This is an optimization exercise on Yosys and OpenROAD, whose aim is small area, a short achievable clock period and few clock cycles, not a production implementation.
At most, simulation tests tie the RTL to the original design; equivalence was not proved.
Only the layout flow was run in runs 1 and 2; the RTL was not checked for function there.
Power figures rest on the tool's default switching activity, not on a simulated workload.

--- run.sh ---
#!/bin/bash
# synth_recipe.tcl (not shown) runs the flow's synth.tcl, then flattens the netlist and writes it again
# the make line also repeats each setting of config.mk as NAME=value (left out here)
make -C /OpenROAD-flow-scripts/flow DESIGN_CONFIG=/design/flow/config.mk WORK_HOME=/design/flow/orfs CLKGATE_MAP_FILE= SYNTH_SCRIPT=/design/flow/synth_recipe.tcl finish
--- config.mk ---
export PLATFORM = sky130hd
export DESIGN_NAME = mips_multi
export DESIGN_NICKNAME = mips_multi
export VERILOG_FILES = /design/flow/design.v
export SDC_FILE = /design/flow/constraint.sdc
export NUM_CORES = 4
export LEC_CHECK = 0
export ABC_CLOCK_PERIOD_IN_PS = 3500
export CAP_MARGIN = 20
export CORE_MARGIN = 2
export CORE_UTILIZATION = 40
export SETUP_SLACK_MARGIN = 4.5
export SLEW_MARGIN = 20
export TNS_END_PERCENT = 100
--- constraint.sdc ---
create_clock -name core_clock -period 8.5 [get_ports {clk}]
set_input_delay 1.7000 -clock core_clock [delete_from_list [all_inputs] [get_ports {clk}]]
set_output_delay 1.7000 -clock core_clock [all_outputs]
set_load 0.01 [all_outputs]
--- design.v ---
`timescale 1ns / 1ps
`timescale 1ns / 1ps
`timescale 1ns / 1ps
`timescale 1ns / 1ps
`timescale 1ns / 1ps
`timescale 1ns / 1ps
module mips_multi(
	input clk, rst,
	output [29:0] mem_addr,
	output mem_we,
	output [31:0] mem_wdata,
	input [31:0] mem_rdata
    );
	reg  [29:0] fpc;             
	reg         d_v;             
	reg  [31:0] d_ir;            
	reg         e_wr;            
	reg         e_lwwr;          
	reg         e_sw, e_beq;     
	reg         e_sub, e_add, e_and, e_or, e_nor, e_slt;
	reg         e_mem;           
	reg  [31:0] e_a, e_b;
	reg  [15:0] e_imm;
	reg  [4:0]  e_rd;
	reg  [29:0] e_bt;            
	reg         e_bi0, e_bi1;    
	reg         m_v, m_sw;       
	reg  [29:0] m_addr;
	reg         x_ld, x_we;      
	reg  [4:0]  x_rd;
	reg  [31:0] w_d;             
	reg  [31:0] rf [1:31];       
	reg  [31:1] rv;              
	wire        wr_en = x_ld | x_we;
	wire [31:0] wr_d  = x_ld ? mem_rdata : w_d;
	always @(posedge clk)
		if (wr_en) rf[x_rd] <= wr_d;
	always @(posedge clk or posedge rst)
		if (rst) rv <= 31'b0;
		else if (wr_en) rv[x_rd] <= 1'b1;
	wire [5:0] op  = d_ir[31:26];
	wire [4:0] rs  = d_ir[25:21];
	wire [4:0] rt  = d_ir[20:16];
	wire [4:0] rd  = d_ir[15:11];
	wire [5:0] fn  = d_ir[5:0];
	wire d_r   = (op == 6'h00);
	wire d_lw  = (op == 6'h23);
	wire d_sw  = (op == 6'h2B);
	wire d_beq = (op == 6'h04);
	wire d_ub  = d_beq & (rs == rt);         
	wire f_sub = d_r & (fn == 6'h22);
	wire f_and = d_r & (fn == 6'h24);
	wire f_or  = d_r & (fn == 6'h25);
	wire f_nor = d_r & (fn == 6'h27);
	wire f_slt = d_r & (fn == 6'h2A);
	wire [4:0] d_dst = d_r ? rd : rt;
	wire d_use_rt = d_r | d_sw | d_beq;
	wire [29:0] d_bt = fpc + {{14{d_ir[15]}}, d_ir[15:0]};
	wire d_bi0 = (d_ir[15:0] == 16'd0);
	wire d_bi1 = (d_ir[15:0] == 16'd1);
	wire [31:0] opb = e_mem ? {{16{e_imm[15]}}, e_imm} : e_b;
	wire [32:0] sum = {1'b0, e_a} + {1'b0, opb ^ {32{e_sub}}} + {32'b0, e_sub};
	wire [31:0] alu = ({32{e_add}} & sum[31:0])
	                | ({32{e_and}} & (e_a & e_b))
	                | ({32{e_or}}  & (e_a | e_b))
	                | ({32{e_nor}} & ~(e_a | e_b))
	                | {31'b0, e_slt & ~sum[32]};
	wire taken  = e_beq & (e_a == e_b);
	wire kill_d = taken & ~e_bi0;             
	wire e_redir = kill_d & ~(e_bi1 & d_v);   
	wire stall = d_v & e_lwwr & ~d_ub &
	             ((e_rd == rs) | (d_use_rt & (e_rd == rt)));
	wire d_redir = d_v & d_ub & ~d_bi0 & ~kill_d;
	wire fetch   = ~m_v & ~(d_v & stall);
	wire squash  = e_redir | d_redir;
	wire [29:0] fpc1 = fpc + 30'd1;
	wire f_j = (mem_rdata[31:26] == 6'h02);
	wire d_go = d_v & ~stall & ~kill_d & ~d_ub;    
	reg  [31:0] rf_a, rf_b;
	integer i;
	always @* begin
		rf_a = 32'b0;
		rf_b = 32'b0;
		for (i = 1; i < 32; i = i + 1) begin
			rf_a = rf_a | ({32{rv[i] & (rs == i)}} & rf[i]);
			rf_b = rf_b | ({32{rv[i] & (rt == i)}} & rf[i]);
		end
	end
	wire [31:0] va = (e_wr & (e_rd == rs)) ? alu :
	                 (wr_en & (x_rd == rs)) ? wr_d : rf_a;
	wire [31:0] vb = (e_wr & (e_rd == rt)) ? alu :
	                 (wr_en & (x_rd == rt)) ? wr_d : rf_b;
	assign mem_addr  = m_v ? m_addr : fpc;
	assign mem_we    = m_sw;
	assign mem_wdata = w_d;
	always @(posedge clk or posedge rst) begin
		if (rst) begin
			fpc <= 30'b0;
			d_v <= 1'b0;
			e_wr <= 1'b0; e_lwwr <= 1'b0; e_sw <= 1'b0; e_beq <= 1'b0;
			m_v <= 1'b0; m_sw <= 1'b0;
			x_ld <= 1'b0; x_we <= 1'b0;
		end else begin
			if (e_redir)       fpc <= e_bt;
			else if (d_redir)  fpc <= d_bt;
			else if (fetch)    fpc <= f_j ? {fpc1[29:26], mem_rdata[25:0]} : fpc1;
			if (!(d_v & stall & ~kill_d))
				d_v <= fetch & ~squash & ~f_j;
			e_wr   <= d_go & d_r & (rd != 5'd0);
			e_lwwr <= d_go & d_lw & (rt != 5'd0);
			e_sw   <= d_go & d_sw;
			e_beq  <= d_go & d_beq;
			m_v  <= e_lwwr | e_sw;
			m_sw <= e_sw;
			x_ld <= e_lwwr;
			x_we <= e_wr;
		end
	end
	always @(posedge clk) begin
		if (!(d_v & stall)) d_ir <= mem_rdata;
		e_a   <= va;
		e_b   <= vb;
		e_imm <= d_ir[15:0];
		e_rd  <= d_dst;
		e_bt  <= d_bt;
		e_bi0 <= d_bi0;
		e_bi1 <= d_bi1;
		e_mem <= d_lw | d_sw;
		e_sub <= f_sub | f_slt;
		e_add <= ~(f_and | f_or | f_nor | f_slt);
		e_and <= f_and;
		e_or  <= f_or;
		e_nor <= f_nor;
		e_slt <= f_slt;
		m_addr <= alu[31:2];
		x_rd  <= e_rd;
		w_d   <= e_sw ? e_b : alu;
	end
endmodule
==> flow_summary_export.csv, run 1 <==
group,metric,value,unit
grt,grt_pass1_vias,45000,
grt,grt-ovfl-total,0,
logic_synthesis,synth.largest_area_cell,"edfxtp_1",
grt,grt_max_degree,66,
routing,top_layer,"met5",
logic_synthesis,ys_ff_latch,1285,
pwr,p_clk_frac,0.418,
routing,drt-pass1-iter-count,14,
logic_synthesis,synth_top_cells_by_area,"edfxtp_1, dfxtp_1, a22oi_1",
setup_path,worstPathRequired,9.13,ns
pwr,p_seq_frac,0.473,
placed_design,gp_congestion,0.942,
grt,track_usage,0.350,
sta,worst_slack,4.42,ns
sta,hold_viol,0,
sta,slew_violations,0,
cells_and_area,final_common_cell,"edfxtp_1",
logic_synthesis,ys.flop_type,"edfxtp_1",
routing,routedWlPerCell,40.5,um
sta,clock_skew,0.0461,ns
pwr,p_per_area,230,nW/um2
setup_path,crit_fanout,19,
pwr,switching_share,0.253,
pwr,p_int,11.4,mW
die,dieHeight,385,um
routing,dr_wl_met2,110000,um
clock_network,cts.sinks,1285,
routing,ant_nets,0,
routing,drc,0,
sta,rsz0062_at_grt,"yes",
clock_network,htreeDepth,4,
logic_synthesis,ys_warn_count,1,
grt,antenna_found_initial,14,
pwr,power.leakage,23.5,nW
logic_synthesis,synth_edf_count,1024,
clock_network,clkLatencyLatePin,0.79,ns
routing,routed_wl,267000,um
placed_design,io_buffers,96,
clock_network,clockBufferDepth,3,
clock_network,cts_root_buffer,"clkbuf_16",
routing,first_iter_violations,10800,
setup_path,cp_data_arrival_time,4.70,ns
outcome,outcome,"no timing/DRC/antenna violations",
clock_network,path_clk_slew,0.06,ns
setup_path,crit_path_cell_trace,"and3_1, and3_2, buf_4, a22o_1, a221oi_1, nand3_1, nor3_1, nand2_1, o211ai_1, o21ai_0",
logic_synthesis,synth_top_area_frac,0.529,
setup_path,start_kind,"flip-flop",
setup_path,critPathKind,"reg2reg",
routing,met1_length,90500,um
pwr,switching_power,3.88,mW
pwr,total_power,15.3,mW
pwr,vdd_ir_drop_max,0.213,mV
die,io-pin-count,97,
sta,fmaxAchievable,245,MHz
cells_and_area,postLayoutCellArea,66600,um2
logic_synthesis,syn_nets,4725,
setup_path,crit_slowest_cell,"nor3_1",
placed_design,placed_cell_area,61400,um2
cells_and_area,areaGrowthSynthToFinish,14.5,%
routing,vias,48400,
logic_synthesis,yosysUniqueCellTypes,80,
logic_synthesis,yosysSeqAreaShare,0.625,
placed_design,dp_worst_setup_slack,4.01,ns
logic_synthesis,syn_inst,4552,
cells_and_area,nNetsFinal,4745,
logic_synthesis,synthArstFlopShare,0.0545,
clock_network,cts_tree,"yes",
logic_synthesis,synth_area,58200,um2
clock_network,cts_buffers,140,
placed_design,hpwl,147000,um
min_path,hold_class,"reg2reg",
sta,setup_violations,0,
routing,routed-wl-met3,45200,um
setup_path,max_stage_delay,0.99,ns
sta,hold_slack,0.406,ns
die,rows,139,
die,core,144000,um2
sta,timing.final.crit_share,0.480,
die,fp.dieW,385,um
logic_synthesis,synth_area_per_cell,12.8,um2
sta,timing.slew.headroom,0.178,
setup_path,critPathCaptureType,"flip-flop",
sta,totalNegativeSetupSlack,0,ns
pwr,combinationalPowerShare,0.108,
cells_and_area,mostFrequentLayoutCells,"edfxtp_1, a22oi_1, a221oi_1, a22o_1, dfxtp_1",
clock_network,cts_hold_buf,0,
grt,grt_pass1_wl,361000,um
flow_run,maxCapViolCount,0,
die,die_area,148000,um2
routing,vias_per_cell,7.33,
sta,tightest_slew,1.22,ns
cells_and_area,drive_above_1_share,0.118,
sta,period_minus_slack,4.08,ns
die,start_util,0.404,
cell families after synthesis:
family                     after synthesis  share of synthesized area
buffers and inverters                  468                     0.0309
and+or+nand+nor                        937                     0.0815
xor gates and xnor gates               137                     0.0206
AOI/OAI and AO/OA                     1484                      0.193
muxes                                  102                     0.0189
adders and majority gates              139                     0.0302
DFF                                   1285                      0.625
final timing paths:
| check | start | to | slack (ns) | cells past startpoint |
|---|---|---|---|---|
| worst max-delay path | d_ir[17] | e_b[20] | 4.42 | 10 |
| worst min-delay path | d_ir[9] | e_imm[9] | 0.41 | 0 |
| worst max register to register | d_ir[17] | e_b[20] | 4.42 | 10 |
| worst min register to register | d_ir[9] | e_imm[9] | 0.41 | 0 |
| max in group asynchronous | rst | e_sw | 6.14 | 3 |
| min in group asynchronous | rst | fpc[23] | 1.15 | 2 |
cell type report:
class | instances | area [um2]
timing repair buffer | 232 | 2050
clock inverter | 97 | 1150
fill | 12700 | 77400
inverter | 114 | 430
antenna | 14 | 35.0
sequential | 1285 | 36300
tap | 1903 | 2380
clock buffer | 163 | 3640
multi-input combinational | 2799 | 20600
power groups by stage:
stage	sequential, mW	clock (mW)	combinational (mW)
finish	7.25	6.40	1.66
detailed placement	7.37	0	1.61
CTS	7.24	6.39	1.62
global placement	7.37	0	1.59
floorplan	7.28	0	1.10
global route	7.27	6.65	1.80
registers in the layout, indices dropped and copies added (netlist names), 5 cells and up:
signal and cells:
d_ir 32, e_a 32, e_b 32, e_bt 30, e_imm 16, e_rd 5
fpc 30, m_addr 30, rf 992, rv 31, w_d 32, x_rd 5
cells in the mapped netlist (all sizes together) (40+ instances only):
master	n
ha	137
nand3	153
nor2	197
dfrtp	70
a22oi	483
nor3	63
nand4	121
edfxtp	1024
o211ai	42
inv	113
clkbuf	285
xor2	52
a21oi	148
and3	76
o21ai	119
dfxtp	191
mux2	62
nand2	179
a222oi	63
a221oi	232
buf	69
a22o	209
a21o	64
xnor2	85
mux2i	40
metal layers:
metal,vias to the layer above,track usage
met1,23500,0.425
met5,-,0.0172
met3,1488,0.158
met2,5027,0.508
li1,18400,-
met4,26,0.207
through the flow:
stage	util	instances
after detailed placement	0.427	6321
after global routing	0.462	6593
after floorplan	-	4552
after global placement	0.427	6321
final	0.462	6607
after CTS	0.461	6582
what timing repair did:
action                     CTS  global route
setup buffers                1            10
cloned                       0             0
gates resized for setup     15            18
pin swaps                    1             4
setup endpoints to repair   79            57
critical path: cells and delay by family, from the launching register on:
kind / cells / cell delay (ns)
AOI/OAI and AO/OA: 4 / 0.78
DFF: 1 / 0.61
buffers and inverters: 1 / 0.45
and+or+nand+nor: 5 / 2.09
==> run 2: changes to the inputs <==
==> config.mk (replaced) <==
export PLATFORM = sky130hd
export DESIGN_NAME = mips_multi
export DESIGN_NICKNAME = mips_multi
export VERILOG_FILES = /design/flow/design.v
export SDC_FILE = /design/flow/constraint.sdc
export NUM_CORES = 4
export LEC_CHECK = 0
export CAP_MARGIN = 20
export CORE_MARGIN = 2
export CORE_UTILIZATION = 40
export SLEW_MARGIN = 20
==> flow_summary_export.csv, run 2 <==
group,metric,value,unit
outcome,outcome,"no timing/DRC/antenna violations",
routing,routedWlPerCell,40.5,um
sta,hold_viol,0,
setup_path,worstPathRequired,9.12,ns
logic_synthesis,synthArstFlopShare,0.0545,
min_path,hold_class,"reg2reg",
min_path,hold_end,"e_imm[9]",
placed_design,dp_worst_setup_slack,4.01,ns
logic_synthesis,ys_top_cells_by_count,"edfxtp_1, a22oi_1, clkbuf_1",
clock_network,cts.sinks,1285,
sta,setup_violations,0,
clock_network,clockBufferDepth,3,
grt,antenna_found_initial,16,
clock_network,htreeDepth,4,
sta,timing.final.crit_share,0.538,
cells_and_area,largest_register_ffs,992,
grt,grt_max_degree,66,
routing,ant_nets,0,
routing,vias,48400,
flow_run,maxCapViolCount,0,
placed_design,io_buffers,96,
cells_and_area,regArea,36300,um2
clock_network,post-cts-setup-buffer-count,0,
sta,worst_slack,3.93,ns
clock_network,cts_hold_buf,0,
logic_synthesis,ys_ff_latch,1285,
cells_and_area,multi_input_comb_area,20400,um2
clock_network,ctsResizeCount,0,
placed_design,placed_cell_area,61400,um2
sta,timing.slew.headroom,0.0828,
die,dieHeight,385,um
die,core,144000,um2
logic_synthesis,ys_warn_count,1,
logic_synthesis,synth_area_per_cell,12.8,um2
placed_design,gp_congestion,0.942,
cells_and_area,final_common_cell,"edfxtp_1",
cells_and_area,layout.cells.non_filler,6590,
logic_synthesis,synth.largest_area_cell,"edfxtp_1",
setup_path,cp_data_arrival_time,5.19,ns
routing,vias_per_cell,7.34,
logic_synthesis,syn_inst,4552,
logic_synthesis,yosysMostFrequentCell,"edfxtp_1",
sta,clock_skew,0.0464,ns
setup_path,critPathCaptureType,"flip-flop",
routing,routed_wl,267000,um
cells_and_area,fillCellCount,12700,
setup_path,worstReg2RegStart,"e_mem",
logic_synthesis,yosysUniqueCellTypes,80,
cells_and_area,regMostFlops,"rf",
sta,fmaxAchievable,219,MHz
logic_synthesis,synth_top_area_frac,0.529,
grt,track_usage,0.349,
grt,grt_pass1_vias,45000,
sta,period_minus_slack,4.57,ns
setup_path,start_kind,"flip-flop",
logic_synthesis,synth_area,58200,um2
sta,slew_violations,0,
placed_design,hpwl,147000,um
pwr,power.leakage,23.4,nW
clock_network,cts_root_buffer,"clkbuf_16",
placed_design,place_inst,6321,
die,rows,139,
cells_and_area,nNetsFinal,4734,
setup_path,r2r-end,"w_d[25]",
clock_network,path_clk_slew,0.06,ns
pwr,p_per_area,231,nW/um2
die,fp.dieW,385,um
cells_and_area,mostFrequentLayoutCells,"edfxtp_1, a22oi_1, a221oi_1, a22o_1, dfxtp_1",
routing,first_iter_violations,10600,
sta,tightest_slew,1.37,ns
clock_network,clkLatencyLatePin,0.80,ns
logic_synthesis,ys.flop_type,"edfxtp_1",
cells_and_area,drive_above_1_share,0.111,
logic_synthesis,yosysSeqAreaShare,0.625,
min_path,min_path_cells,0,
routing,drc,0,
die,die_area,148000,um2
cells_and_area,postLayoutCellArea,66300,um2
pwr,vdd_ir_drop_max,0.214,mV
clock_network,cts_tree,"yes",
grt,grt-ovfl-total,0,
die,io-pin-count,97,
setup_path,critPathKind,"reg2reg",
routing,drt-pass1-iter-count,14,
sta,totalNegativeSetupSlack,0,ns
clock_network,cts_buffers,140,
setup_path,r2r_setup_slack,3.93,ns
logic_synthesis,synth_edf_count,1024,
sta,rsz0062_at_grt,"no",
setup_path,r2r_cells,14,
grt,grt_pass1_wl,361000,um
setup_path,crit_fanout,17,
logic_synthesis,synth_top_cells_by_area,"edfxtp_1, dfxtp_1, a22oi_1",
die,start_util,0.404,
cells_and_area,areaGrowthSynthToFinish,14.0,%
min_path,holdCritStartpoint,"d_ir[9]",
logic_synthesis,syn_nets,4725,
==> run 2: cell types whose count changed in the layout (fill, tap and decap cells not counted), sizes merged <==
| cell | delta |
|---|---|
| buf | -11 |
| diode | -6 |
==> run 2: metrics by stage <==
stage | hold slack (ns) | total power [mW] | utilization
finish | 0.410 | 15.3 | 0.460
global route | 0.406 | 15.7 | 0.460
CTS | 0.399 | 15.3 | 0.460
detailed placement | 0.400 | 8.99 | 0.427
global placement | 0.407 | 8.96 | 0.427
floorplan | 0.352 | 8.38 | -
==> run 2: power by group <==
part | switching, mW | total, mW | internal, mW
combinational | 0.944 | 1.65 | 0.707
sequential | 0.222 | 7.25 | 7.03
clock | 2.71 | 6.41 | 3.69
==> run 2: worst max-delay path by stage <==
stage | to | startpoint | depth (start not counted)
after CTS | e_a[27] | e_mem | 14
after floorplan | fpc[28] | d_ir[18] | 12
final | w_d[25] | e_mem | 14
after global placement | w_d[27] | e_mem | 14
after global routing | e_a[0] | e_sub | 13
after detailed placement | w_d[25] | e_mem | 14
==> run 2: cell type report <==
| type | count | area share |
|---|---|---|
| diodes | 8 | 0.000302 |
| clock buffers | 163 | 0.0549 |
| clock inverters | 97 | 0.0174 |
| inverters | 114 | 0.00647 |
| multi-input cells | 2799 | 0.308 |
| flip-flops and latches | 1285 | 0.548 |
| well taps | 1903 | 0.0359 |
| repair buffers | 221 | 0.0289 |
==> run 2: per-layer routing <==
layer  up-vias  routed length, um  global-route usage
met5         -                623              0.0172
met4        31              21000               0.208
met3      1499              45400               0.157
met2      5044             110000               0.507
met1     23500              90500               0.425
li1      18400                  -                   -
==> run 2: worst max-delay path, stage by stage (launching register included) <==
cell       delay (ns)
dfxtp_1          0.31
buf_4            0.29
clkinv_1         0.53
a21oi_1          0.34
xnor2_1          0.09
ha_1             0.40
a2111oi_0        0.67
o221a_2          0.31
o31a_1           0.26
o31ai_4          0.14
a31oi_1          0.35
o31ai_2          0.13
xor2_1           0.16
a21oi_1          0.32
mux2i_1          0.14
==> run 2: kinds of logic after synthesis <==
kind of cell,after synthesis,synth area share
AOI/OAI and AO/OA,1484,0.193
DFF,1285,0.625
and+or+nand+nor,937,0.0815
buffers and inverters,468,0.0309
adders and majority gates,139,0.0302
xor gates and xnor gates,137,0.0206
muxes,102,0.0189
==> run 3: changes to the inputs <==
--- a/design.v
+++ b/design.v
@@ -31,6 +31,7 @@
 	reg  [31:0] w_d;             
 	reg  [31:0] rf [1:31];       
 	reg  [31:1] rv;              
+	wire [31:0] rvz = {rv, 1'b0};
 	wire        wr_en = x_ld | x_we;
 	wire [31:0] wr_d  = x_ld ? mem_rdata : w_d;
 	always @(posedge clk)
@@ -76,16 +77,8 @@
 	wire [29:0] fpc1 = fpc + 30'd1;
 	wire f_j = (mem_rdata[31:26] == 6'h02);
 	wire d_go = d_v & ~stall & ~kill_d & ~d_ub;    
-	reg  [31:0] rf_a, rf_b;
-	integer i;
-	always @* begin
-		rf_a = 32'b0;
-		rf_b = 32'b0;
-		for (i = 1; i < 32; i = i + 1) begin
-			rf_a = rf_a | ({32{rv[i] & (rs == i)}} & rf[i]);
-			rf_b = rf_b | ({32{rv[i] & (rt == i)}} & rf[i]);
-		end
-	end
+	wire [31:0] rf_a = rvz[rs] ? rf[rs] : 32'b0;
+	wire [31:0] rf_b = rvz[rt] ? rf[rt] : 32'b0;
 	wire [31:0] va = (e_wr & (e_rd == rs)) ? alu :
 	                 (wr_en & (x_rd == rs)) ? wr_d : rf_a;
 	wire [31:0] vb = (e_wr & (e_rd == rt)) ? alu :
==> flow_summary_export.csv, run 3 <==
group,metric,value,unit
sta,hold_viol,0,
cells_and_area,nNetsFinal,4238,
pwr,total_power,16.0,mW
clock_network,ctsResizeCount,0,
setup_path,r2r_setup_slack,3.98,ns
placed_design,gp_congestion,0.913,
die,core,158000,um2
logic_synthesis,yosysUniqueCellTypes,93,
clock_network,cts_root_buffer,"clkbuf_16",
pwr,vdd_ir_drop_max,0.216,mV
min_path,min_path_cells,0,
routing,drt-pass1-iter-count,6,
logic_synthesis,yosysSeqAreaShare,0.574,
routing,routed_wl,190000,um
sta,rsz0062_at_grt,"no",
clock_network,cts.sinks,1295,
routing,routedWlPerCell,30.4,um
die,dieHeight,403,um
setup_path,start_kind,"flip-flop",
routing,first_iter_violations,4811,
grt,grt_pass1_wl,273000,um
die,start_util,0.402,
die,fp.dieW,403,um
grt,track_usage,0.232,
sta,worst_slack,3.91,ns
logic_synthesis,synth_top_cells_by_area,"edfxtp_1, mux4_2, dfxtp_1",
sta,clock_skew,0.0340,ns
die,die_area,162000,um2
logic_synthesis,syn_nets,4189,
routing,ant_nets,0,
grt,grt-ovfl-total,0,
setup_path,crit_fanout,21,
logic_synthesis,syn_inst,4016,
sta,tightest_slew,1.08,ns
logic_synthesis,synth_area_per_cell,15.8,um2
placed_design,io_buffers,96,
sta,fmaxAchievable,218,MHz
sta,timing.final.crit_share,0.540,
routing,vias_per_cell,6.15,
placed_design,placed_cell_area,67100,um2
sta,period_minus_slack,4.59,ns
die,rows,146,
clock_network,clkLatencyLatePin,0.79,ns
pwr,switching_share,0.269,
min_path,hold_class,"reg2reg",
pwr,combinationalPowerShare,0.152,
routing,vias,38500,
clock_network,htreeDepth,4,
grt,antenna_found_initial,3,
grt,grt_max_degree,120,
logic_synthesis,ys_ff_latch,1295,
logic_synthesis,synth.largest_area_cell,"edfxtp_1",
setup_path,crit_path_cell_trace,"buf_4, mux2_2, clkdlybuf4s50_1",
placed_design,hpwl,111000,um
cells_and_area,postLayoutCellArea,71500,um2
logic_synthesis,ys_warn_count,1,
min_path,holdCritStartpoint,"e_sw",
logic_synthesis,synth_edf_count,1024,
die,io-pin-count,97,
setup_path,r2r_cells,15,
cells_and_area,mostFrequentLayoutCells,"edfxtp_1, mux4_2, a21oi_1, nor2_1, mux2i_1",
setup_path,r2r-end,"e_b[31]",
clock_network,post-cts-setup-buffer-count,0,
cells_and_area,final_common_cell,"edfxtp_1",
logic_synthesis,yosysMostFrequentCell,"edfxtp_1",
pwr,switching_power,4.32,mW
setup_path,critPathKind,"reg2out",
sta,timing.slew.headroom,0.261,
setup_path,max_stage_delay,0.79,ns
cells_and_area,largest_register_ffs,992,
logic_synthesis,ys.flop_type,"edfxtp_1",
routing,drc,0,
setup_path,worstReg2RegStart,"e_mem",
logic_synthesis,synth_area,63600,um2
logic_synthesis,ys_top_cells_by_count,"edfxtp_1, mux4_2, nor2_1",
min_path,hold_end,"m_sw",
setup_path,cp_num_buf_inv,2,
logic_synthesis,synth_top_area_frac,0.483,
pwr,p_clk_frac,0.372,
pwr,power.leakage,24.6,nW
cells_and_area,regMostFlops,"rf",
pwr,p_seq_frac,0.475,
flow_run,maxCapViolCount,0,
outcome,outcome,"no timing/DRC/antenna violations",
clock_network,cts_buffers,141,
setup_path,crit_slowest_cell,"dfrtp_1",
logic_synthesis,synthArstFlopShare,0.0541,
sta,slew_violations,0,
clock_network,cts_tree,"yes",
pwr,p_int,11.7,mW
cells_and_area,areaGrowthSynthToFinish,12.4,%
cells_and_area,drive_above_1_share,0.248,
setup_path,worstPathRequired,6.80,ns
sta,totalNegativeSetupSlack,0,ns
placed_design,dp_worst_setup_slack,4.10,ns
pwr,p_per_area,224,nW/um2
clock_network,clockBufferDepth,3,
setup_path,crit_family,"buffers and inverters",
setup_path,critPathCaptureType,"primary output",
grt,grt_pass1_vias,38500,
setup_path,cp_data_arrival_time,2.89,ns
clock_network,path_clk_slew,0.06,ns
clock_network,cts_hold_buf,0,
sta,setup_violations,0,
[run 3: cell count changes in the layout (fill, tap and decap cells not counted), sizes merged, moves of 61 or more]
cell	before	now
mux4	0	591
a22oi	483	5
a22o	209	1
a221oi	232	29
mux2i	40	192
nand3	153	42
a21oi	148	251
nand4	121	20
nor2	197	272
nand2	179	109
a222oi	63	0
and3	76	13
o21ai	119	58
[run 3: metal layers]
layer  routed length [um]  global-route usage  up-vias  part of all wire
met3                14800              0.0357      291             0.078
met2                89500               0.368     1654              0.47
met4                 5060              0.0710        4             0.027
li1                     -                   -    16200                 -
met5                   57                   0        -           0.00030
met1                80500               0.332    20300              0.42
[run 3: worst register-to-register path: stages (launching register included)]
cell	delay, ns
dfxtp_1	0.31
buf_4	0.32
clkinv_1	0.62
a21oi_1	0.37
xnor2_1	0.09
ha_1	0.43
nand4_1	0.14
or2_2	0.32
nor3b_1	0.21
a21oi_1	0.11
a21oi_1	0.28
o21ai_2	0.12
o21ai_0	0.26
xor2_1	0.11
a221oi_1	0.48
a21oi_1	0.17
[run 3: cell type report]
cell class              instances  area (um2)
diodes                          1        2.50
clock buffers                 188        3850
clock inverters                68         596
fillers                     13700       86700
inverters                     149         559
multi-input cells            2305       25700
flip-flops and latches       1295       36600
well taps                    2072        2590
repair buffers                173        1600
[run 3: stage by stage]
stage / utilization / cells / hold WS (ns)
3_3_place_gp: 0.424 / 5994 / 0.373
5_1_grt: 0.452 / 6250 / 0.407
6_report: 0.452 / 6251 / 0.402
4_1_cts: 0.452 / 6250 / 0.396
2_1_floorplan: - / 4016 / 0.354
3_5_place_dp: 0.424 / 5994 / 0.380
[run 3: worst max-delay path by stage]
| stage | start | end | slack (ns) | cells after the start |
|---|---|---|---|---|
| after floorplan | e_mem | w_d[31] | 4.87 | 15 |
| after global placement | e_mem | w_d[30] | 4.17 | 15 |
| after detailed placement | e_mem | e_a[31] | 4.10 | 15 |
| after CTS | m_v | mem_addr[23] | 3.82 | 3 |
| after global routing | e_mem | e_b[30] | 3.64 | 15 |
| final | m_v | mem_addr[24] | 3.91 | 3 |
[run 3: power groups by stage]
stage / Combinational [mW] / Sequential [mW] / Clock [mW]
5_1_grt: 2.65 / 7.65 / 6.30
3_5_place_dp: 2.42 / 7.75 / 0
2_1_floorplan: 1.65 / 7.59 / 0
4_1_cts: 2.43 / 7.62 / 6.07
6_report: 2.44 / 7.63 / 5.97
3_3_place_gp: 2.40 / 7.75 / 0
[run 3: logic make-up after synthesis]
family                     Yosys count  share of synthesized area
DFF                               1295                      0.574
muxes                              862                      0.254
buffers and inverters              416                     0.0262
xor gates and xnor gates           137                     0.0189
adders and majority gates          139                     0.0276
and+or+nand+nor                    595                     0.0441
AOI/OAI and AO/OA                  572                     0.0558
Testbench counts of run 3, summed over its fixed seeds: cycles 61,336.
==> run 4: changes to the inputs <==
--- a/design.v
+++ b/design.v
@@ -25,20 +25,25 @@
 	reg  [29:0] e_bt;            
 	reg         e_bi0, e_bi1;    
 	reg         m_v, m_sw;       
-	reg  [29:0] m_addr;
+	reg  [29:0] ar;              
 	reg         x_ld, x_we;      
 	reg  [4:0]  x_rd;
 	reg  [31:0] w_d;             
 	reg  [31:0] rf [1:31];       
 	reg  [31:1] rv;              
-	wire [31:0] rvz = {rv, 1'b0};
 	wire        wr_en = x_ld | x_we;
 	wire [31:0] wr_d  = x_ld ? mem_rdata : w_d;
-	always @(posedge clk)
-		if (wr_en) rf[x_rd] <= wr_d;
-	always @(posedge clk or posedge rst)
-		if (rst) rv <= 31'b0;
-		else if (wr_en) rv[x_rd] <= 1'b1;
+	genvar g;
+	generate
+		for (g = 1; g < 32; g = g + 1) begin : regs
+			wire we = wr_en & (x_rd == g);
+			always @(posedge clk)
+				if (we) rf[g] <= wr_d;
+			always @(posedge clk or posedge rst)
+				if (rst) rv[g] <= 1'b0;
+				else if (we) rv[g] <= 1'b1;
+		end
+	endgenerate
 	wire [5:0] op  = d_ir[31:26];
 	wire [4:0] rs  = d_ir[25:21];
 	wire [4:0] rt  = d_ir[20:16];
@@ -76,27 +81,39 @@
 	wire squash  = e_redir | d_redir;
 	wire [29:0] fpc1 = fpc + 30'd1;
 	wire f_j = (mem_rdata[31:26] == 6'h02);
+	wire [29:0] fpc_n = e_redir ? e_bt :
+	                    d_redir ? d_bt :
+	                    ~fetch  ? fpc :
+	                    f_j     ? {fpc1[29:26], mem_rdata[25:0]} : fpc1;
 	wire d_go = d_v & ~stall & ~kill_d & ~d_ub;    
-	wire [31:0] rf_a = rvz[rs] ? rf[rs] : 32'b0;
-	wire [31:0] rf_b = rvz[rt] ? rf[rt] : 32'b0;
+	reg  [31:0] rf_a, rf_b;
+	integer i;
+	always @* begin
+		rf_a = 32'b0;
+		rf_b = 32'b0;
+		for (i = 1; i < 32; i = i + 1) begin
+			rf_a = rf_a | ({32{rv[i] & (rs == i)}} & rf[i]);
+			rf_b = rf_b | ({32{rv[i] & (rt == i)}} & rf[i]);
+		end
+	end
 	wire [31:0] va = (e_wr & (e_rd == rs)) ? alu :
 	                 (wr_en & (x_rd == rs)) ? wr_d : rf_a;
 	wire [31:0] vb = (e_wr & (e_rd == rt)) ? alu :
 	                 (wr_en & (x_rd == rt)) ? wr_d : rf_b;
-	assign mem_addr  = m_v ? m_addr : fpc;
+	assign mem_addr  = ar;
 	assign mem_we    = m_sw;
 	assign mem_wdata = w_d;
 	always @(posedge clk or posedge rst) begin
 		if (rst) begin
 			fpc <= 30'b0;
+			ar <= 30'b0;
 			d_v <= 1'b0;
 			e_wr <= 1'b0; e_lwwr <= 1'b0; e_sw <= 1'b0; e_beq <= 1'b0;
 			m_v <= 1'b0; m_sw <= 1'b0;
 			x_ld <= 1'b0; x_we <= 1'b0;
 		end else begin
-			if (e_redir)       fpc <= e_bt;
-			else if (d_redir)  fpc <= d_bt;
-			else if (fetch)    fpc <= f_j ? {fpc1[29:26], mem_rdata[25:0]} : fpc1;
+			fpc <= fpc_n;
+			ar  <= (e_lwwr | e_sw) ? alu[31:2] : fpc_n;
 			if (!(d_v & stall & ~kill_d))
 				d_v <= fetch & ~squash & ~f_j;
 			e_wr   <= d_go & d_r & (rd != 5'd0);
@@ -125,7 +142,6 @@
 		e_or  <= f_or;
 		e_nor <= f_nor;
 		e_slt <= f_slt;
-		m_addr <= alu[31:2];
 		x_rd  <= e_rd;
 		w_d   <= e_sw ? e_b : alu;
 	end
--- a/config.mk
+++ b/config.mk
@@ -5,7 +5,10 @@
 export SDC_FILE = /design/flow/constraint.sdc
 export NUM_CORES = 4
 export LEC_CHECK = 0
+export ABC_CLOCK_PERIOD_IN_PS = 3000
 export CAP_MARGIN = 20
 export CORE_MARGIN = 2
 export CORE_UTILIZATION = 40
+export SETUP_SLACK_MARGIN = 5
 export SLEW_MARGIN = 20
+export TNS_END_PERCENT = 100
==> flow_summary_export.csv, run 4 <==
group,metric,value,unit
setup_path,crit_slowest_cell,"edfxtp_1",
sta,fmaxAchievable,276,MHz
cells_and_area,areaGrowthSynthToFinish,17.0,%
logic_synthesis,synth_edf_count,1024,
sta,timing.final.crit_share,0.426,
flow_run,maxCapViolCount,0,
die,fp.dieW,384,um
cells_and_area,mostFrequentLayoutCells,"edfxtp_1, a22oi_1, a221oi_1, a22o_1, buf_4",
sta,hold_slack,0.410,ns
placed_design,io_buffers,96,
grt,grt_pass1_vias,45100,
routing,drc,0,
clock_network,cts_buffers,137,
routing,vias,49100,
logic_synthesis,ys.flop_type,"edfxtp_1",
cells_and_area,nNetsFinal,4770,
logic_synthesis,yosysSeqAreaShare,0.631,
pwr,vdd_ir_drop_max,0.229,mV
logic_synthesis,synthArstFlopShare,0.0778,
setup_path,worstPathRequired,9.14,ns
routing,routedWlPerCell,42.4,um
logic_synthesis,synth_area_per_cell,12.8,um2
setup_path,critPathKind,"reg2reg",
placed_design,gp_congestion,0.934,
cells_and_area,layout.cells.non_filler,6625,
clock_network,clkLatencyLatePin,0.82,ns
logic_synthesis,ys_warn_count,2,
sta,rsz0062_at_grt,"yes",
clock_network,cts_tree,"yes",
routing,vias_per_cell,7.42,
logic_synthesis,synth_top_area_frac,0.532,
setup_path,critPathCaptureType,"flip-flop",
min_path,hold_class,"reg2reg",
min_path,min_path_cells,0,
sta,period_minus_slack,3.62,ns
setup_path,max_stage_delay,0.53,ns
clock_network,clockBufferDepth,3,
die,rows,139,
clock_network,path_clk_slew,0.06,ns
sta,timing.slew.headroom,0.224,
grt,grt_max_degree,65,
grt,grt_pass1_wl,373000,um
setup_path,crit_family,"simple AND/OR/NAND/NOR gates",
clock_network,htreeDepth,4,
pwr,p_per_area,228,nW/um2
cells_and_area,largest_register_ffs,992,
setup_path,start_kind,"flip-flop",
logic_synthesis,yosysUniqueCellTypes,84,
pwr,p_clk_frac,0.394,
grt,antenna_found_initial,14,
setup_path,worstReg2RegStart,"d_ir[19]",
sta,slew_violations,0,
pwr,combinationalPowerShare,0.127,
die,die_area,147000,um2
pwr,total_power,15.4,mW
logic_synthesis,ys_top_cells_by_count,"edfxtp_1, a22oi_1, clkbuf_1",
setup_path,startpoint,"d_ir[19]",
setup_path,r2r_cells,11,
setup_path,cp_data_arrival_time,4.26,ns
logic_synthesis,synth_top_cells_by_area,"edfxtp_1, a22oi_1, dfxtp_1",
die,core,143000,um2
routing,drt-pass1-iter-count,17,
cells_and_area,drive_above_1_share,0.167,
grt,grtUsageMet3,0.170,
grt,grt_use_met2,0.511,
setup_path,r2r_setup_slack,4.88,ns
min_path,hold_end,"x_rd[2]",
sta,clock_skew,0.0500,ns
sta,hold_viol,0,
clock_network,cts.sinks,1285,
die,dieHeight,384,um
grt,grt-ovfl-total,0,
pwr,power.leakage,23.4,nW
die,start_util,0.403,
logic_synthesis,ys_ff_latch,1285,
cells_and_area,regMostFlops,"rf",
pwr,switching_power,4.07,mW
setup_path,cp_num_buf_inv,2,
cells_and_area,final_common_cell,"edfxtp_1",
routing,routed_wl,281000,um
setup_path,r2r-end,"e_b[0]",
pwr,p_seq_frac,0.480,
pwr,p_int,11.3,mW
logic_synthesis,synth_area,57800,um2
placed_design,hpwl,154000,um
placed_design,place_inst,6271,
clock_network,cts_root_buffer,"clkbuf_16",
logic_synthesis,syn_nets,4661,
sta,setup_violations,0,
grt,use_met1,0.443,
die,io-pin-count,97,
sta,tightest_slew,1.16,ns
logic_synthesis,yosysMostFrequentCell,"edfxtp_1",
grt,busiest_layer,"met2",
logic_synthesis,synth.largest_area_cell,"edfxtp_1",
routing,ant_nets,0,
pwr,switching_share,0.264,
sta,totalNegativeSetupSlack,0,ns
min_path,holdCritStartpoint,"e_rd[2]",
routing,first_iter_violations,10700,
grt,track_usage,0.366,
outcome,outcome,"no timing/DRC/antenna violations",
setup_path,crit_fanout,18,
setup_path,crit_top_cell,"buf_4",
logic_synthesis,syn_inst,4500,
setup_path,crit_path_cell_trace,"buf_4, and3_1, and3_4, buf_4, a22o_1, a221oi_1, nand4_1, nor3_1, nand3_2, o211ai_1, o21ai_0",
-- run 4: cell count changes after synthesis, moves of 73 or more --
| cell | delta |
|---|---|
| a22oi_1 | +546 |
| nand4_1 | +101 |
| mux2i_1 | -142 |
| clkbuf_1 | +153 |
| a221oi_1 | +174 |
| nand3_1 | +139 |
| o21ai_0 | +79 |
| nor2_1 | -115 |
| a21oi_1 | -106 |
| nand2_1 | +84 |
| mux4_2 | -591 |
| and3_1 | +73 |
| a22o_1 | +185 |
-- run 4: kinds of logic after synthesis --
kind of cell	after synthesis	share of synthesized area
xor gates and xnor gates	108	0.0164
buffers and inverters	443	0.0290
AOI/OAI and AO/OA	1489	0.193
adders and majority gates	127	0.0278
DFF	1285	0.631
and+or+nand+nor	955	0.0847
muxes	93	0.0173
-- run 4: how the worst max path moves through the flow --
stage / cells past startpoint / endpoint
detailed placement: 14 / e_a[24]
finish: 11 / e_b[0]
global route: 17 / ar[28]
CTS: 16 / ar[28]
floorplan: 17 / ar[28]
global placement: 14 / e_b[24]
-- run 4: metrics by stage --
stage	util	worst slack, ns	instance area (um2)
after global routing	0.471	4.78	67600
after global placement	0.426	3.31	61100
after floorplan	-	4.97	57800
after detailed placement	0.426	3.27	61100
after CTS	0.463	4.97	66400
final	0.471	4.88	67600
-- run 4: layout make-up --
cell class	instances	area, um2
flip-flops and latches	1285	36500
diodes	12	30.0
inverters	91	353
repair buffers	319	2820
well taps	1903	2380
clock inverters	74	759
fillers	12500	75900
clock buffers	166	3650
multi-input cells	2775	21100
-- run 4: per-layer routing --
layer	share of wire	wire length, um
met5	0.0018	504
met2	0.40	112000
met3	0.17	47800
met1	0.33	92700
met4	0.097	27200
-- run 4: repair_timing --
action	4_1_cts	5_1_grt
hold buffers	0	0
cloned	1	2
pin swaps	34	80
endpoints found under the setup margin	340	147
resized for setup	143	164
setup buffers	44	55
-- run 4: power by group through the flow --
stage                     Sequential [mW]  Clock [mW]  Combinational, mW
after floorplan                      7.41           0               1.03
after global placement               7.51           0               1.74
after detailed placement             7.51           0               1.76
after CTS                            7.37        6.04               1.85
after global routing                 7.40        6.28               2.06
final                                7.38        6.06               1.95
Testbench counts of run 4, summed over its fixed seeds: cycles 61,336.
==> run 5: changes to the inputs <==
--- a/design.v
+++ b/design.v
@@ -18,9 +18,8 @@
 	reg         e_lwwr;          
 	reg         e_sw, e_beq;     
 	reg         e_sub, e_add, e_and, e_or, e_nor, e_slt;
-	reg         e_mem;           
 	reg  [31:0] e_a, e_b;
-	reg  [15:0] e_imm;
+	reg  [31:0] e_sd;            
 	reg  [4:0]  e_rd;
 	reg  [29:0] e_bt;            
 	reg         e_bi0, e_bi1;    
@@ -64,8 +63,27 @@
 	wire [29:0] d_bt = fpc + {{14{d_ir[15]}}, d_ir[15:0]};
 	wire d_bi0 = (d_ir[15:0] == 16'd0);
 	wire d_bi1 = (d_ir[15:0] == 16'd1);
-	wire [31:0] opb = e_mem ? {{16{e_imm[15]}}, e_imm} : e_b;
-	wire [32:0] sum = {1'b0, e_a} + {1'b0, opb ^ {32{e_sub}}} + {32'b0, e_sub};
+	wire [31:0] bx = e_b;
+	wire [31:0] p0 = e_a ^ bx;
+	wire [31:0] gk [0:5];
+	wire [31:0] pk [0:5];
+	assign gk[0] = (e_a & bx) | {31'b0, p0[0] & e_sub};
+	assign pk[0] = p0;
+	genvar l, k;
+	generate
+		for (l = 0; l < 5; l = l + 1) begin : pfx
+			for (k = 0; k < 32; k = k + 1) begin : bt
+				if (k >= (1 << l)) begin : m
+					assign gk[l+1][k] = gk[l][k] | (pk[l][k] & gk[l][k - (1 << l)]);
+					assign pk[l+1][k] = pk[l][k] & pk[l][k - (1 << l)];
+				end else begin : c
+					assign gk[l+1][k] = gk[l][k];
+					assign pk[l+1][k] = pk[l][k];
+				end
+			end
+		end
+	endgenerate
+	wire [32:0] sum = {gk[5][31], p0 ^ {gk[5][30:0], e_sub}};
 	wire [31:0] alu = ({32{e_add}} & sum[31:0])
 	                | ({32{e_and}} & (e_a & e_b))
 	                | ({32{e_or}}  & (e_a | e_b))
@@ -113,7 +131,7 @@
 			x_ld <= 1'b0; x_we <= 1'b0;
 		end else begin
 			fpc <= fpc_n;
-			ar  <= (e_lwwr | e_sw) ? alu[31:2] : fpc_n;
+			ar  <= (e_lwwr | e_sw) ? sum[31:2] : fpc_n;
 			if (!(d_v & stall & ~kill_d))
 				d_v <= fetch & ~squash & ~f_j;
 			e_wr   <= d_go & d_r & (rd != 5'd0);
@@ -129,13 +147,12 @@
 	always @(posedge clk) begin
 		if (!(d_v & stall)) d_ir <= mem_rdata;
 		e_a   <= va;
-		e_b   <= vb;
-		e_imm <= d_ir[15:0];
+		e_b   <= ((d_lw | d_sw) ? {{16{d_ir[15]}}, d_ir[15:0]} : vb) ^ {32{f_sub | f_slt}};
+		e_sd  <= vb;
 		e_rd  <= d_dst;
 		e_bt  <= d_bt;
 		e_bi0 <= d_bi0;
 		e_bi1 <= d_bi1;
-		e_mem <= d_lw | d_sw;
 		e_sub <= f_sub | f_slt;
 		e_add <= ~(f_and | f_or | f_nor | f_slt);
 		e_and <= f_and;
@@ -143,6 +160,6 @@
 		e_nor <= f_nor;
 		e_slt <= f_slt;
 		x_rd  <= e_rd;
-		w_d   <= e_sw ? e_b : alu;
+		w_d   <= e_sw ? e_sd : alu;
 	end
 endmodule
--- a/config.mk
+++ b/config.mk
@@ -5,10 +5,11 @@
 export SDC_FILE = /design/flow/constraint.sdc
 export NUM_CORES = 4
 export LEC_CHECK = 0
-export ABC_CLOCK_PERIOD_IN_PS = 3000
 export CAP_MARGIN = 20
 export CORE_MARGIN = 2
 export CORE_UTILIZATION = 40
+export CTS_CLUSTER_DIAMETER = 80
+export CTS_CLUSTER_SIZE = 24
 export SETUP_SLACK_MARGIN = 5
 export SLEW_MARGIN = 20
 export TNS_END_PERCENT = 100
==> flow_summary_export.csv, run 5 <==
group,metric,value,unit
cells_and_area,regMostFlops,"rf",
cells_and_area,nNetsFinal,4849,
clock_network,cts_tree,"yes",
cells_and_area,regArea,36800,um2
sta,period_minus_slack,3.66,ns
clock_network,cts.sinks,1300,
grt,track_usage,0.363,
clock_network,clkLatencyLatePin,0.71,ns
outcome,outcome,"no timing/DRC/antenna violations",
routing,first_iter_violations,11500,
min_path,hold_class,"reg2reg",
flow_run,maxCapViolCount,0,
routing,dr_wl_met2,117000,um
routing,drt-pass1-iter-count,15,
clock_network,clockBufferDepth,3,
sta,hold_slack,0.410,ns
logic_synthesis,synth.largest_area_cell,"edfxtp_1",
die,fp.dieW,389,um
logic_synthesis,synth_area,59300,um2
sta,slew_violations,0,
sta,rsz0062_at_grt,"yes",
grt,grt_max_degree,63,
die,start_util,0.402,
cells_and_area,largest_register_ffs,992,
setup_path,r2r_cells,11,
placed_design,hpwl,157000,um
logic_synthesis,ys.flop_type,"edfxtp_1",
placed_design,io_buffers,96,
logic_synthesis,ys_top_cells_by_count,"edfxtp_1, a22oi_1, nand2_1",
cells_and_area,fillCellCount,13300,
setup_path,critPathCaptureType,"flip-flop",
placed_design,dp_worst_setup_slack,3.84,ns
sta,setup_violations,0,
logic_synthesis,synth_edf_count,1024,
sta,clock_skew,0.0357,ns
routing,top_layer,"met5",
routing,routed-wl-met3,47600,um
logic_synthesis,syn_nets,4838,
logic_synthesis,ys_warn_count,2,
clock_network,cts_buffers,67,
sta,fmaxAchievable,273,MHz
die,core,147000,um2
cells_and_area,multi_input_comb_area,21400,um2
routing,routedWlPerCell,42.7,um
setup_path,worstPathRequired,9.05,ns
sta,timing.slew.headroom,0.207,
die,rows,141,
sta,tightest_slew,1.19,ns
logic_synthesis,yosysUniqueCellTypes,97,
routing,met1_length,94000,um
cells_and_area,final_common_cell,"edfxtp_1",
setup_path,critPathKind,"reg2reg",
grt,antenna_found_initial,26,
logic_synthesis,synthArstFlopShare,0.0769,
routing,vias_per_cell,7.44,
clock_network,cts_root_buffer,"clkbuf_16",
routing,ant_nets,0,
placed_design,gp_congestion,0.960,
logic_synthesis,yosysSeqAreaShare,0.621,
sta,hold_viol,0,
min_path,min_path_cells,0,
grt,grt-ovfl-total,0,
clock_network,cts_hold_buf,0,
die,die_area,151000,um2
sta,timing.final.crit_share,0.431,
pwr,power.leakage,22.8,nW
pwr,p_per_area,196,nW/um2
cells_and_area,mostFrequentLayoutCells,"edfxtp_1, a22oi_1, nand2_1, nand3_1, dfxtp_1",
grt,grt_pass1_vias,45800,
logic_synthesis,synth_area_per_cell,12.6,um2
logic_synthesis,syn_inst,4707,
grt,grt_pass1_wl,380000,um
setup_path,crit_fanout,19,
sta,totalNegativeSetupSlack,0,ns
die,io-pin-count,97,
cells_and_area,drive_above_1_share,0.130,
clock_network,htreeDepth,3,
logic_synthesis,ys_ff_latch,1300,
routing,routed_wl,286000,um
cells_and_area,areaGrowthSynthToFinish,11.0,%
logic_synthesis,yosysMostFrequentCell,"edfxtp_1",
setup_path,cp_data_arrival_time,4.21,ns
logic_synthesis,synth_top_area_frac,0.519,
routing,drc,0,
setup_path,start_kind,"flip-flop",
logic_synthesis,synth_top_cells_by_area,"edfxtp_1, a22oi_1, dfxtp_1",
clock_network,path_clk_slew,0.10,ns
pwr,vdd_ir_drop_max,0.120,mV
sta,worst_slack,4.84,ns
die,dieHeight,389,um
routing,vias,49800,
run 5: final timing paths:
check | start | to | slack [ns]
worst min register to register | e_rd[4] | x_rd[4] | 0.41
worst max-delay path | d_ir[19] | e_b[31] | 4.84
max in group asynchronous | rst | e_sw | 5.69
worst min-delay path | e_rd[4] | x_rd[4] | 0.41
worst max register to register | d_ir[19] | e_b[31] | 4.84
min in group asynchronous | rst | ar[21] | 1.55
run 5: cells by family after synthesis:
kind of cell | count (synthesis) | synth area share
flip-flops | 1300 | 0.621
buffers and inverters | 472 | 0.0334
AND/OR/NAND/NOR | 1120 | 0.0988
AO/OA/AOI/OAI | 1503 | 0.190
XOR/XNOR | 103 | 0.0152
multiplexers | 112 | 0.0206
adder cells (fa/ha/maj) | 97 | 0.0209
run 5: critical path, cell delays in order (launching register included):
cell and delay, ns:
edfxtp_1 0.50, buf_4 0.19, and3_1 0.31, and3_2 0.29, buf_6 0.24, a2111oi_1 0.51, nand3_1 0.17, nor4_1 0.41
a31oi_1 0.29, a221o_1 0.37, nor3_1 0.16, a211oi_1 0.07
run 5: stage by stage:
step                cells  utilization  power, mW  cell area (um2)
floorplan            4707            -       8.47            59300
global placement     6498        0.423       9.13            62400
detailed placement   6498        0.423       9.15            62400
CTS                  6650        0.442       12.8            65200
global route         6682        0.446       13.2            65700
finish               6689        0.446       12.9            65800
run 5: cell type report:
| cell class | count | area share |
|---|---|---|
| antenna | 8 | 0.000304 |
| clock buffer | 90 | 0.0275 |
| clock inverter | 12 | 0.00278 |
| inverter | 115 | 0.00675 |
| multi-input combinational | 2939 | 0.325 |
| sequential | 1300 | 0.560 |
| tap | 1930 | 0.0367 |
| timing repair buffer | 295 | 0.0413 |
run 5: timing repair:
item / CTS / global route
buffers inserted: 47 / 30
pin swaps: 12 / 17
endpoints found under the setup margin: 205 / 64
cloned: 3 / 1
resized for setup: 94 / 94
run 5: power breakdown:
group	leakage [nW]	internal, mW	switching (mW)	total, mW
clock network	0.964	1.59	2.17	3.76
registers	12.1	7.17	0.224	7.40
logic	9.71	0.664	1.07	1.73
run 5: routing by layer:
layer  up-vias  track usage
met1     24100        0.436
li1      18800            -
met5         -            0
met2      5257        0.530
met4        26        0.252
met3      1579        0.149
Testbench counts of run 5, summed over its fixed seeds: cycles 61,336.
==> run 6: changes to the inputs <==
--- a/design.v
+++ b/design.v
@@ -14,6 +14,7 @@
 	reg  [29:0] fpc;             
 	reg         d_v;             
 	reg  [31:0] d_ir;            
+	reg  [31:1] d_sa, d_sb;      
 	reg         e_wr;            
 	reg         e_lwwr;          
 	reg         e_sw, e_beq;     
@@ -110,8 +111,8 @@
 		rf_a = 32'b0;
 		rf_b = 32'b0;
 		for (i = 1; i < 32; i = i + 1) begin
-			rf_a = rf_a | ({32{rv[i] & (rs == i)}} & rf[i]);
-			rf_b = rf_b | ({32{rv[i] & (rt == i)}} & rf[i]);
+			rf_a = rf_a | ({32{rv[i] & d_sa[i]}} & rf[i]);
+			rf_b = rf_b | ({32{rv[i] & d_sb[i]}} & rf[i]);
 		end
 	end
 	wire [31:0] va = (e_wr & (e_rd == rs)) ? alu :
@@ -145,7 +146,13 @@
 		end
 	end
 	always @(posedge clk) begin
-		if (!(d_v & stall)) d_ir <= mem_rdata;
+		if (!(d_v & stall)) begin
+			d_ir <= mem_rdata;
+			for (i = 1; i < 32; i = i + 1) begin
+				d_sa[i] <= (mem_rdata[25:21] == i);
+				d_sb[i] <= (mem_rdata[20:16] == i);
+			end
+		end
 		e_a   <= va;
 		e_b   <= ((d_lw | d_sw) ? {{16{d_ir[15]}}, d_ir[15:0]} : vb) ^ {32{f_sub | f_slt}};
 		e_sd  <= vb;
==> flow/run.sh (new file) <==
#!/bin/bash
set -euo pipefail
bash standard.sh SETUP_SLACK_MARGIN=5.5 finish > standard.log 2>&1
==> standard.sh (new file) <==
#!/bin/bash
# synth_recipe.tcl (not shown) runs the flow's synth.tcl, then flattens the netlist and writes it again
# the make line also repeats each setting of config.mk as NAME=value (left out here)
make -C /OpenROAD-flow-scripts/flow DESIGN_CONFIG=/design/flow/config.mk WORK_HOME=/design/flow/orfs CLKGATE_MAP_FILE= SYNTH_SCRIPT=/design/flow/synth_recipe.tcl "${@:-finish}"
--- a/config.mk
+++ b/config.mk
@@ -10,6 +10,5 @@
 export CORE_UTILIZATION = 40
 export CTS_CLUSTER_DIAMETER = 80
 export CTS_CLUSTER_SIZE = 24
-export SETUP_SLACK_MARGIN = 5
 export SLEW_MARGIN = 20
 export TNS_END_PERCENT = 100
removed: run.sh
==> flow_summary_export.csv, run 6 <==
group,metric,value,unit
outcome,outcome,"no timing/DRC/antenna violations",
clock_network,cts_buffers,72,
setup_path,max_stage_delay,0.91,ns
cells_and_area,final_common_cell,"edfxtp_1",
cells_and_area,mostFrequentLayoutCells,"edfxtp_1, a22oi_1, a221oi_1, a22o_1, buf_4",
routing,routed_wl,294000,um
routing,first_iter_violations,11000,
die,fp.dieW,394,um
sta,totalNegativeSetupSlack,0,ns
placed_design,gp_congestion,0.963,
grt,track_usage,0.357,
logic_synthesis,yosysSeqAreaShare,0.635,
placed_design,io_buffers,96,
min_path,hold_class,"reg2reg",
grt,grt_pass1_vias,47300,
setup_path,crit_path_cell_trace,"nor2_2, nor2_1, nand3_1, nor2_4, buf_4",
placed_design,dp_worst_setup_slack,4.13,ns
pwr,vdd_ir_drop_max,0.169,mV
setup_path,crit_family,"simple AND/OR/NAND/NOR gates",
cells_and_area,largest_register_ffs,992,
clock_network,cts_root_buffer,"clkbuf_16",
die,die_area,155000,um2
die,dieHeight,394,um
cells_and_area,drive_above_1_share,0.201,
setup_path,crit_fanout,19,
setup_path,r2r-end,"rf[11][22]",
routing,top_layer,"met5",
flow_run,maxCapViolCount,0,
setup_path,critPathKind,"reg2reg",
grt,grt_pass1_wl,387000,um
logic_synthesis,syn_inst,4703,
sta,timing.final.crit_share,0.370,
setup_path,cp_num_buf_inv,1,
logic_synthesis,ys.flop_type,"edfxtp_1",
setup_path,worstPathRequired,8.86,ns
placed_design,place_inst,6607,
routing,routedWlPerCell,42.5,um
cells_and_area,areaGrowthSynthToFinish,15.3,%
setup_path,r2r_setup_slack,5.35,ns
cells_and_area,postLayoutCellArea,70100,um2
routing,drc,0,
setup_path,r2r_cells,5,
logic_synthesis,synth_top_cells_by_area,"edfxtp_1, dfxtp_1, a22oi_1",
setup_path,start_kind,"flip-flop",
logic_synthesis,ys_warn_count,2,
logic_synthesis,synth_area,60800,um2
routing,dr_wl_met2,121000,um
setup_path,worstReg2RegStart,"x_ld",
setup_path,crit_slowest_cell,"nor2_4",
sta,hold_viol,0,
clock_network,cts_tree,"yes",
sta,clock_skew,0.0607,ns
placed_design,placed_cell_area,64400,um2
die,core,151000,um2
logic_synthesis,synth.largest_area_cell,"edfxtp_1",
routing,drt-pass1-iter-count,11,
logic_synthesis,synth_top_area_frac,0.536,
logic_synthesis,yosysUniqueCellTypes,87,
sta,rsz0062_at_grt,"yes",
min_path,hold_end,"x_rd[1]",
sta,fmaxAchievable,318,MHz
sta,setup_violations,0,
routing,ant_nets,0,
cells_and_area,fillCellCount,13400,
clock_network,htreeDepth,3,
clock_network,cts.sinks,1362,
logic_synthesis,synthArstFlopShare,0.0734,
setup_path,critPathCaptureType,"flip-flop",
grt,grt-ovfl-total,0,
grt,grt_max_degree,64,
sta,timing.slew.headroom,0.186,
setup_path,cp_data_arrival_time,3.50,ns
min_path,holdCritStartpoint,"e_rd[1]",
logic_synthesis,synth_edf_count,1086,
cells_and_area,layout.cells.non_filler,6922,
logic_synthesis,syn_nets,4834,
logic_synthesis,synth_area_per_cell,12.9,um2
clock_network,clockBufferDepth,3,
clock_network,clkLatencyLatePin,0.74,ns
logic_synthesis,ys_top_cells_by_count,"edfxtp_1, a22oi_1, clkbuf_1",
die,rows,143,
die,io-pin-count,97,
sta,tightest_slew,1.22,ns
cells_and_area,regMostFlops,"rf",
pwr,p_per_area,195,nW/um2
sta,slew_violations,0,
routing,vias,51500,
die,start_util,0.402,
logic_synthesis,ys_ff_latch,1362,
min_path,min_path_cells,0,
sta,worst_slack,5.35,ns
logic_synthesis,yosysMostFrequentCell,"edfxtp_1",
routing,met1_length,96200,um
grt,antenna_found_initial,27,
routing,routed-wl-met3,49800,um
pwr,power.leakage,24.1,nW
cells_and_area,nNetsFinal,4959,
clock_network,path_clk_slew,0.10,ns
placed_design,hpwl,165000,um
sta,period_minus_slack,3.15,ns
routing,vias_per_cell,7.45,
==> run 6: area by class of cell <==
type | instances | area [um2] | area share
antenna | 26 | 65.1 | 0.000928
sequential | 1362 | 38700 | 0.553
clock inverter | 20 | 236 | 0.00337
clock buffer | 92 | 1910 | 0.0272
timing repair inverter | 3 | 28.8 | 0.000410
timing repair buffer | 406 | 3710 | 0.0529
multi-input combinational | 2871 | 22400 | 0.320
inverter | 112 | 450 | 0.00642
tap | 2030 | 2540 | 0.0362
==> run 6: cells by family after synthesis <==
family	share of synthesized area
muxes	0.0216
xor gates and xnor gates	0.0154
adders and majority gates	0.0203
and+or+nand+nor	0.0887
buffers and inverters	0.0303
DFF	0.635
AOI/OAI and AO/OA	0.188
==> run 6: report_power, final <==
| group | switching [mW] | internal (mW) | leakage, nW | total, mW |
|---|---|---|---|---|
| clock network | 2.33 | 1.66 | 1.04 | 3.99 |
| registers | 0.240 | 7.51 | 12.9 | 7.75 |
| logic | 1.19 | 0.761 | 10.1 | 1.95 |
| total | 3.76 | 9.93 | 24.1 | 13.7 |
==> run 6: through the flow <==
stage	hold WS (ns)	power, mW	utilization
after floorplan	0.352	8.82	-
after global placement	0.389	9.52	0.425
after detailed placement	0.389	9.53	0.425
after CTS	0.408	13.4	0.450
after global routing	0.419	14.0	0.463
final	0.407	13.7	0.463
==> run 6: repair_timing <==
item / in CTS / in global routing
endpoints found under the setup margin: 310 / 180
gates cloned: 9 / 12
resized for setup: 560 / 273
setup buffers: 66 / 89
hold buffers: 0 / 0
pin swaps: 38 / 92
==> run 6: worst register-to-register path, cell delays in order (launching register included) <==
cell     delay (ns)
dfrtp_2        0.41
nor2_2         0.11
nor2_1         0.26
nand3_1        0.39
nor2_4         0.92
buf_4          0.67
==> run 6: worst max path at each step <==
stage                             start           end  depth (start not counted)
after detailed placement  mem_rdata[28]        ar[19]                          8
after global placement    mem_rdata[28]        ar[19]                          8
after global routing             e_b[0]       e_b[20]                         14
after CTS                        ar[26]  mem_addr[26]                          1
after floorplan           mem_rdata[30]        ar[19]                          9
final                              x_ld    rf[11][22]                          5
==> run 6: per-layer routing <==
| metal | GRT usage | vias up |
|---|---|---|
| li1 | - | 19200 |
| met1 | 0.426 | 25100 |
| met2 | 0.526 | 5579 |
| met3 | 0.153 | 1679 |
| met4 | 0.234 | 20 |
| met5 | 0.00216 | - |
Testbench counts of run 6, summed over its fixed seeds: cycles 61,336.
==> run 7: changes to the inputs <==
--- a/config.mk
+++ b/config.mk
@@ -7,7 +7,7 @@
 export LEC_CHECK = 0
 export CAP_MARGIN = 20
 export CORE_MARGIN = 2
-export CORE_UTILIZATION = 40
+export CORE_UTILIZATION = 50
 export CTS_CLUSTER_DIAMETER = 80
 export CTS_CLUSTER_SIZE = 24
 export SLEW_MARGIN = 20
==> flow_summary_export.csv, run 7 <==
group,metric,value,unit
outcome,outcome,"no timing/DRC/antenna violations",
logic_synthesis,ys_top_cells_by_count,"edfxtp_1, a22oi_1, clkbuf_1",
placed_design,io_buffers,96,
logic_synthesis,synthArstFlopShare,0.0734,
routing,routedWlPerCell,45.4,um
logic_synthesis,synth_area,60800,um2
placed_design,hpwl,156000,um
pwr,p_per_area,197,nW/um2
cells_and_area,final_common_cell,"edfxtp_1",
die,rows,127,
setup_path,crit_fanout,32,
cells_and_area,drive_above_1_share,0.195,
routing,ant_nets,0,
grt,grt_pass1_wl,387000,um
cells_and_area,nNetsFinal,4935,
routing,vias_per_cell,7.94,
sta,tightest_slew,1.19,ns
logic_synthesis,ys_ff_latch,1362,
cells_and_area,regMostFlops,"rf",
logic_synthesis,synth_top_area_frac,0.536,
logic_synthesis,yosysUniqueCellTypes,87,
grt,grt_pass1_vias,46800,
sta,totalNegativeSetupSlack,0,ns
routing,vias,51300,
pwr,p_clk_frac,0.300,
sta,timing.slew.headroom,0.204,
flow_run,maxCapViolCount,0,
sta,timing.final.crit_share,0.369,
placed_design,gp_congestion,0.963,
logic_synthesis,ys.flop_type,"edfxtp_1",
clock_network,clkLatencyLatePin,0.72,ns
min_path,hold_class,"reg2reg",
logic_synthesis,syn_nets,4834,
sta,hold_slack,0.410,ns
clock_network,clockBufferDepth,3,
logic_synthesis,synth_edf_count,1086,
setup_path,worstPathRequired,9.10,ns
logic_synthesis,synth_area_per_cell,12.9,um2
clock_network,path_clk_slew,0.10,ns
logic_synthesis,ys_warn_count,2,
logic_synthesis,synth.largest_area_cell,"edfxtp_1",
sta,setup_violations,0,
grt,grt_max_degree,68,
setup_path,cp_data_arrival_time,3.74,ns
die,dieHeight,353,um
setup_path,max_stage_delay,0.51,ns
logic_synthesis,yosysMostFrequentCell,"edfxtp_1",
setup_path,crit_top_cell,"nand4_1",
routing,routed_wl,293000,um
clock_network,cts_buffers,73,
pwr,vdd_ir_drop_max,0.196,mV
clock_network,cts_tree,"yes",
cells_and_area,mostFrequentLayoutCells,"edfxtp_1, a22oi_1, a221oi_1, a22o_1, buf_4",
logic_synthesis,syn_inst,4703,
logic_synthesis,yosysSeqAreaShare,0.635,
logic_synthesis,synth_top_cells_by_area,"edfxtp_1, dfxtp_1, a22oi_1",
sta,hold_viol,0,
setup_path,critPathCaptureType,"flip-flop",
sta,fmaxAchievable,319,MHz
clock_network,cts_root_buffer,"clkbuf_16",
cells_and_area,largest_register_ffs,992,
pwr,switching_power,3.71,mW
grt,grt-ovfl-total,0,
pwr,combinationalPowerShare,0.135,
pwr,p_seq_frac,0.565,
placed_design,placed_cell_area,63700,um2
sta,rsz0062_at_grt,"yes",
setup_path,crit_slowest_cell,"nand4_1",
grt,antenna_found_initial,12,
pwr,p_int,9.99,mW
routing,drt-pass1-iter-count,17,
pwr,power.leakage,24.1,nW
die,core,120000,um2
sta,slew_violations,0,
cells_and_area,areaGrowthSynthToFinish,14.2,%
sta,period_minus_slack,3.14,ns
die,start_util,0.506,
setup_path,crit_path_cell_trace,"and2_2, buf_6, a22o_1, a221oi_1, nand4_1, nor3_1, nand4_1, o211ai_1, o21ai_0",
sta,clock_skew,0.0311,ns
routing,drc,0,
cells_and_area,postLayoutCellArea,69500,um2
grt,track_usage,0.449,
setup_path,start_kind,"flip-flop",
pwr,switching_share,0.271,
setup_path,critPathKind,"reg2reg",
clock_network,htreeDepth,3,
die,fp.dieW,353,um
die,io-pin-count,97,
clock_network,cts.sinks,1362,
routing,first_iter_violations,12000,
die,die_area,124000,um2
run 7: cells by family after synthesis:
logic type               synth area share
adder cells (fa/ha/maj)            0.0203
AND/OR/NAND/NOR                    0.0887
flip-flops                          0.635
AO/OA/AOI/OAI                       0.188
XOR/XNOR                           0.0154
multiplexers                       0.0216
buffers and inverters              0.0303
run 7: power by group through the flow:
stage               Combinational, mW  Sequential (mW)  Clock, mW
floorplan                        1.01             7.81          0
global placement                 1.61             7.87          0
detailed placement               1.63             7.87          0
CTS                              1.69             7.72       4.07
global route                     1.96             7.75       4.29
finish                           1.85             7.73       4.11
run 7: layer usage:
metal  wire (um)  up-vias  global-route usage
li1            -    19100                   -
met2      119000     5602               0.643
met3       51800     1485               0.197
met5         575        -             0.00566
met4       26000       30               0.290
met1       96000    25100               0.554
run 7: final cells by class:
class / instances / area [um2]
Antenna cell: 4 / 10.0
Clock buffer: 95 / 2040
Clock inverter: 21 / 244
Fill cell: 9833 / 50800
Inverter: 112 / 450
Multi-Input combinational cell: 2868 / 22400
Sequential cell: 1362 / 38700
Tap cell: 1612 / 2020
Timing Repair Buffer: 384 / 3540
Timing Repair inverter: 3 / 26.3
run 7: worst paths after layout:
| path | endpoint | slack (ns) | cells after the start | start |
|---|---|---|---|---|
| max reg2reg | e_a[22] | 5.36 | 9 | rv[1] |
| max in group asynchronous | fpc[0] | 5.80 | 3 | rst |
| max | e_a[22] | 5.36 | 9 | rv[1] |
| min | x_rd[2] | 0.41 | 0 | e_rd[2] |
| min reg2reg | x_rd[2] | 0.41 | 0 | e_rd[2] |
| min in group asynchronous | ar[20] | 1.50 | 2 | rst |
run 7: critical path, delay by kind of cell (launching register included):
| kind | cells | cell delay (ns) |
|---|---|---|
| buffers and inverters | 1 | 0.26 |
| and+or+nand+nor | 4 | 1.17 |
| AOI/OAI and AO/OA | 4 | 1.05 |
| DFF | 1 | 0.41 |
run 7: timing repair:
action / CTS / global route
setup endpoints to repair: 307 / 135
cloned: 8 / 8
buffers inserted: 79 / 76
pin swaps: 65 / 83
resized for setup: 583 / 252
hold buffers: 0 / 0
run 7: metrics by stage:
stage	std cells	util	setup WS, ns	total power, mW
after floorplan	4703	-	5.45	8.82
after global placement	6170	0.530	4.25	9.48
after detailed placement	6170	0.530	4.27	9.50
after CTS	6373	0.563	5.41	13.5
after global routing	6457	0.577	5.40	14.0
final	6461	0.577	5.36	13.7

## separate check: timing with driven ports
The results above use ideal ports. As a check the final layouts listed here were re-extracted and re-timed, cells and wires unchanged. Step 1, drivers: a clkbuf_16 drives clk and a buf_2 each remaining input, both assumed. Step 2, shift: input delay + t, output delay - t, t = (earliest + latest rising clock arrival at the registers) / 2. This alone moves slack from input paths to output paths. Three values: no drivers, after step 1, after step 2; two values: the first two.
| run | shift t [ns] | setup WS [ns] | clock arrival spread, ns |
|---|---|---|---|
| run 1 | 0.845 | 4.423 / 4.423 / 4.045 | 0.047 / 0.047 |
| run 2 | 0.849 | 3.931 / 3.931 / 3.931 | 0.050 / 0.051 |
| run 3 | 0.857 | 3.911 / 3.826 / 3.977 | 0.038 / 0.037 |
| run 4 | 0.879 | 4.882 / 4.882 / 4.273 | 0.051 / 0.051 |
| run 5 | 0.773 | 4.840 / 4.840 / 4.252 | 0.036 / 0.036 |
| run 6 | 0.798 | 5.354 / 5.321 / 4.673 | 0.061 / 0.061 |
| run 7 | 0.782 | 5.361 / 5.361 / 4.777 | 0.041 / 0.042 |
After both steps every run listed still meets setup and hold. For run 6, which loses most, drivers alone change the setup slack by -0.033 ns; drivers and shift together by -0.681 ns.
